Background: an optimization exercise with open tools, aiming at small area and a short achievable clock period. Do not read the settings as production practice.

==> run a: inputs <==
// alu_top
module alu_top (
    input  wire        clk,
    input  wire [31:0] a,
    input  wire [31:0] b,
    input  wire [3:0]  opcode,
    output wire [31:0] result,
    output wire        zero_flag,
    output wire        carry_flag,
    output wire        sign_flag,
    output wire        overflow_flag
);
make LEC_CHECK=0 CAP_MARGIN=20 CORE_MARGIN=2 CORE_UTILIZATION=40 SLEW_MARGIN=20 finish   # period 12.0 ns
run.sh (not shown) runs the stock make flow with config.mk's settings and CLKGATE_MAP_FILE= SYNTH_SCRIPT=/design/flow/synth_recipe.tcl, a recipe that flattens the netlist after the stock synthesis.
==> run b (differences from run a) <==
--- a/flow/design.v
+++ b/flow/design.v
@@ -1,55 +1,56 @@
-module mul32lo (input wire [31:0] x, input wire [31:0] y, output wire [31:0] p);
-  wire neg0 = y[1];
-  wire one0 = y[0] ^ 1'b0;
-  wire two0 = (y[1] & ~y[0] & ~1'b0) | (~y[1] & y[0] & 1'b0);
-  wire neg1 = y[3];
-  wire one1 = y[2] ^ y[1];
-  wire two1 = (y[3] & ~y[2] & ~y[1]) | (~y[3] & y[2] & y[1]);
-  wire neg2 = y[5];
-  wire one2 = y[4] ^ y[3];
-  wire two2 = (y[5] & ~y[4] & ~y[3]) | (~y[5] & y[4] & y[3]);
-  wire neg3 = y[7];
-  wire one3 = y[6] ^ y[5];
-  wire two3 = (y[7] & ~y[6] & ~y[5]) | (~y[7] & y[6] & y[5]);
-  wire neg4 = y[9];
-  wire one4 = y[8] ^ y[7];
-  wire two4 = (y[9] & ~y[8] & ~y[7]) | (~y[9] & y[8] & y[7]);
-  wire neg5 = y[11];
-  wire one5 = y[10] ^ y[9];
-  wire two5 = (y[11] & ~y[10] & ~y[9]) | (~y[11] & y[10] & y[9]);
-  wire neg6 = y[13];
-  wire one6 = y[12] ^ y[11];
-  wire two6 = (y[13] & ~y[12] & ~y[11]) | (~y[13] & y[12] & y[11]);
-  wire neg7 = y[15];
-  wire one7 = y[14] ^ y[13];
-  wire two7 = (y[15] & ~y[14] & ~y[13]) | (~y[15] & y[14] & y[13]);
-  wire neg8 = y[17];
-  wire one8 = y[16] ^ y[15];
-  wire two8 = (y[17] & ~y[16] & ~y[15]) | (~y[17] & y[16] & y[15]);
-  wire neg9 = y[19];
-  wire one9 = y[18] ^ y[17];
-  wire two9 = (y[19] & ~y[18] & ~y[17]) | (~y[19] & y[18] & y[17]);
-  wire neg10 = y[21];
-  wire one10 = y[20] ^ y[19];
-  wire two10 = (y[21] & ~y[20] & ~y[19]) | (~y[21] & y[20] & y[19]);
-  wire neg11 = y[23];
-  wire one11 = y[22] ^ y[21];
-  wire two11 = (y[23] & ~y[22] & ~y[21]) | (~y[23] & y[22] & y[21]);
-  wire neg12 = y[25];
-  wire one12 = y[24] ^ y[23];
-  wire two12 = (y[25] & ~y[24] & ~y[23]) | (~y[25] & y[24] & y[23]);
-  wire neg13 = y[27];
-  wire one13 = y[26] ^ y[25];
-  wire two13 = (y[27] & ~y[26] & ~y[25]) | (~y[27] & y[26] & y[25]);
-  wire neg14 = y[29];
-  wire one14 = y[28] ^ y[27];
-  wire two14 = (y[29] & ~y[28] & ~y[27]) | (~y[29] & y[28] & y[27]);
-  wire neg15 = y[31];
-  wire one15 = y[30] ^ y[29];
-  wire two15 = (y[31] & ~y[30] & ~y[29]) | (~y[31] & y[30] & y[29]);
+module mul32lo (input wire [31:0] x, input wire [15:0] one, input wire [15:0] two,
+    input wire [15:0] neg, output wire [31:0] p);
+  wire neg0 = neg[0];
+  wire one0 = one[0];
+  wire two0 = two[0];
+  wire neg1 = neg[1];
+  wire one1 = one[1];
+  wire two1 = two[1];
+  wire neg2 = neg[2];
+  wire one2 = one[2];
+  wire two2 = two[2];
+  wire neg3 = neg[3];
+  wire one3 = one[3];
+  wire two3 = two[3];
+  wire neg4 = neg[4];
+  wire one4 = one[4];
+  wire two4 = two[4];
+  wire neg5 = neg[5];
+  wire one5 = one[5];
+  wire two5 = two[5];
+  wire neg6 = neg[6];
+  wire one6 = one[6];
+  wire two6 = two[6];
+  wire neg7 = neg[7];
+  wire one7 = one[7];
+  wire two7 = two[7];
+  wire neg8 = neg[8];
+  wire one8 = one[8];
+  wire two8 = two[8];
+  wire neg9 = neg[9];
+  wire one9 = one[9];
+  wire two9 = two[9];
+  wire neg10 = neg[10];
+  wire one10 = one[10];
+  wire two10 = two[10];
+  wire neg11 = neg[11];
+  wire one11 = one[11];
+  wire two11 = two[11];
+  wire neg12 = neg[12];
+  wire one12 = one[12];
+  wire two12 = two[12];
+  wire neg13 = neg[13];
+  wire one13 = one[13];
+  wire two13 = two[13];
+  wire neg14 = neg[14];
+  wire one14 = one[14];
+  wire two14 = two[14];
+  wire neg15 = neg[15];
+  wire one15 = one[15];
+  wire two15 = two[15];
   wire pp0_0 = (one0 & x[0]) ^ neg0;
   wire pp0_1 = ((one0 & x[1]) | (two0 & x[0])) ^ neg0;
   wire pp0_2 = ((one0 & x[2]) | (two0 & x[1])) ^ neg0;
   wire pp0_3 = ((one0 & x[3]) | (two0 & x[2])) ^ neg0;
   wire pp0_4 = ((one0 & x[4]) | (two0 & x[3])) ^ neg0;
   wire pp0_5 = ((one0 & x[5]) | (two0 & x[4])) ^ neg0;
@@ -804,58 +805,66 @@
     wire op_and = ~opcode[3] &  opcode[2] &  opcode[1] & ~opcode[0];  
     wire op_xor = ~opcode[3] &  opcode[2] &  opcode[1] &  opcode[0];  
     wire op_sh  =  opcode[3] & (opcode[2] | opcode[1]);              
     wire op_shl = op_sh & ~opcode[0];
     wire op_shr = op_sh &  opcode[0];
     wire op_ari = ~opcode[3] & ~(opcode[2] & opcode[1]);             
+    wire [32:0] sum = {1'b0, a} + {1'b0, b};
+    wire [31:0] oth = ({32{op_add}} & sum[31:0])
+                    | ({32{op_neg}} & (-b))
+                    | ({32{op_and}} & (a & b))
+                    | ({32{op_xor}} & (a ^ b));
+    wire cy  = op_add & sum[32];
+    wire ovp = op_ari & (cy ^ a[31] ^ b[31]);
     wire big = |b[31:5];
     wire [31:0] onehot = big ? 32'd0 : (32'd1 << b[4:0]);
     wire [31:0] a_rev;
     genvar i;
     generate for (i = 0; i < 32; i = i + 1) begin : g_ra
         assign a_rev[i] = a[31-i];
     end endgenerate
     wire [31:0] x_d = op_shr ? a_rev : a;
     wire [31:0] y_d = op_sh ? onehot : b;
-    reg [31:0] x_q, y_q;
-    reg s_add, s_neg, s_mul, s_rev, s_and, s_xor, s_ari;
+    wire [32:0] ye = {y_d, 1'b0};
+    wire [15:0] one_d, two_d, neg_d;
+    generate for (i = 0; i < 16; i = i + 1) begin : g_be
+        assign neg_d[i] = ye[2*i+2];
+        assign one_d[i] = ye[2*i+1] ^ ye[2*i];
+        assign two_d[i] = (ye[2*i+2] & ~ye[2*i+1] & ~ye[2*i])
+                        | (~ye[2*i+2] & ye[2*i+1] & ye[2*i]);
+    end endgenerate
+    reg [31:0] x_q, oth_q;
+    reg [15:0] one_q, two_q, neg_q;
+    reg s_mul, s_rev, cy_q, ovp_q, ari_q;
     always @(posedge clk) begin
         x_q   <= x_d;
-        y_q   <= y_d;
-        s_add <= op_add;
-        s_neg <= op_neg;
+        one_q <= one_d;
+        two_q <= two_d;
+        neg_q <= neg_d;
+        oth_q <= oth;
         s_mul <= op_mul | op_shl;
         s_rev <= op_shr;
-        s_and <= op_and;
-        s_xor <= op_xor;
-        s_ari <= op_ari;
+        cy_q  <= cy;
+        ovp_q <= ovp;
+        ari_q <= op_ari;
     end
-    wire [32:0] sum = {1'b0, x_q} + {1'b0, y_q};
-    wire [31:0] neg = -y_q;
     wire [31:0] prod;
-    mul32lo u_mul (.x(x_q), .y(y_q), .p(prod));
+    mul32lo u_mul (.x(x_q), .one(one_q), .two(two_q), .neg(neg_q), .p(prod));
     wire [31:0] prod_rev;
     generate for (i = 0; i < 32; i = i + 1) begin : g_rp
         assign prod_rev[i] = prod[31-i];
     end endgenerate
-    wire [31:0] res = ({32{s_add}} & sum[31:0])
-                    | ({32{s_neg}} & neg)
-                    | ({32{s_mul}} & prod)
-                    | ({32{s_rev}} & prod_rev)
-                    | ({32{s_and}} & (x_q & y_q))
-                    | ({32{s_xor}} & (x_q ^ y_q));
-    wire cy  = s_add & sum[32];
-    wire ovp = s_ari & (cy ^ x_q[31] ^ y_q[31]);
+    wire [31:0] res = oth_q | ({32{s_mul}} & prod) | ({32{s_rev}} & prod_rev);
     reg [31:0] res_q;
-    reg cy_q, ovp_q, ari_q;
+    reg cy_q2, ovp_q2, ari_q2;
     always @(posedge clk) begin
-        res_q <= res;
-        cy_q  <= cy;
-        ovp_q <= ovp;
-        ari_q <= s_ari;
+        res_q  <= res;
+        cy_q2  <= cy_q;
+        ovp_q2 <= ovp_q;
+        ari_q2 <= ari_q;
     end
     assign result        = res_q;
-    assign carry_flag    = cy_q;
-    assign sign_flag     = ari_q & res_q[31];
-    assign zero_flag     = ari_q & ~|res_q;
-    assign overflow_flag = ovp_q ^ sign_flag;
+    assign carry_flag    = cy_q2;
+    assign sign_flag     = ari_q2 & res_q[31];
+    assign zero_flag     = ari_q2 & ~|res_q;
+    assign overflow_flag = ovp_q2 ^ sign_flag;
 endmodule
--- a/flow/config.mk
+++ b/flow/config.mk
@@ -5,7 +5,8 @@
 export SDC_FILE = /design/flow/constraint.sdc
 export NUM_CORES = 4
 export LEC_CHECK = 0
 export CAP_MARGIN = 20
 export CORE_MARGIN = 2
 export CORE_UTILIZATION = 40
+export SETUP_SLACK_MARGIN = 5
 export SLEW_MARGIN = 20
==> qor summary <==
item	run b	run a
Outcome	no timing/DRC/antenna violations	no timing/DRC/antenna violations
Share of cell area taken by flip-flops and latches	14.4%	10.3%
Post-detailed-route via-to-cell ratio	6.06	6.37
Delay of the slowest critical-path stage	0.72 ns	1.00 ns
CTS sink cnt	152	106
Critical-path maximum fanout	17	27
Mapped Avg Cell Area	8.72 um^2	8.48 um^2
DPL Wire Length	51300 um	53300 um
Setup slack on the worst flop-to-flop path	5.58 ns	3.96 ns
Number of global-route vias before repair	16600	17700
Final hold slack	0.330 ns	0.352 ns
XOR/XNOR share of the synthesized area	17.2%	16.7%
Die outline height	223 um	223 um
Total CTS buffers	17	9
Function was not checked in any run of this note: the RTL went through the layout flow alone.

static timing again, ports no longer ideal:
No port has a modelled driver above. Below, the same layouts with a new extraction and two added sets of constraints. Step 1, drivers: a clkbuf_16 drives clk and a buf_2 each remaining input, both assumed. Step 2 times the ports against the registers' clock, not the clock port: input delays grow and output delays shrink by t, the midpoint of the rising clock arrivals with the driver on. Three values: ideal ports, drivers, drivers and shift; two values: the first two.
| run | t, ns | slack for setup (ns) | clock arrival spread, ns | worst register clock-pin slew, ns |
|---|---|---|---|---|
| run a | 0.395 | 3.964 / 3.964 / 3.964 | 0.009 / 0.009 | 0.08 / 0.08 |
| run b | 0.466 | 5.580 / 5.580 / 5.580 | 0.020 / 0.020 | 0.08 / 0.08 |
After both steps setup and hold are still met in every run listed.
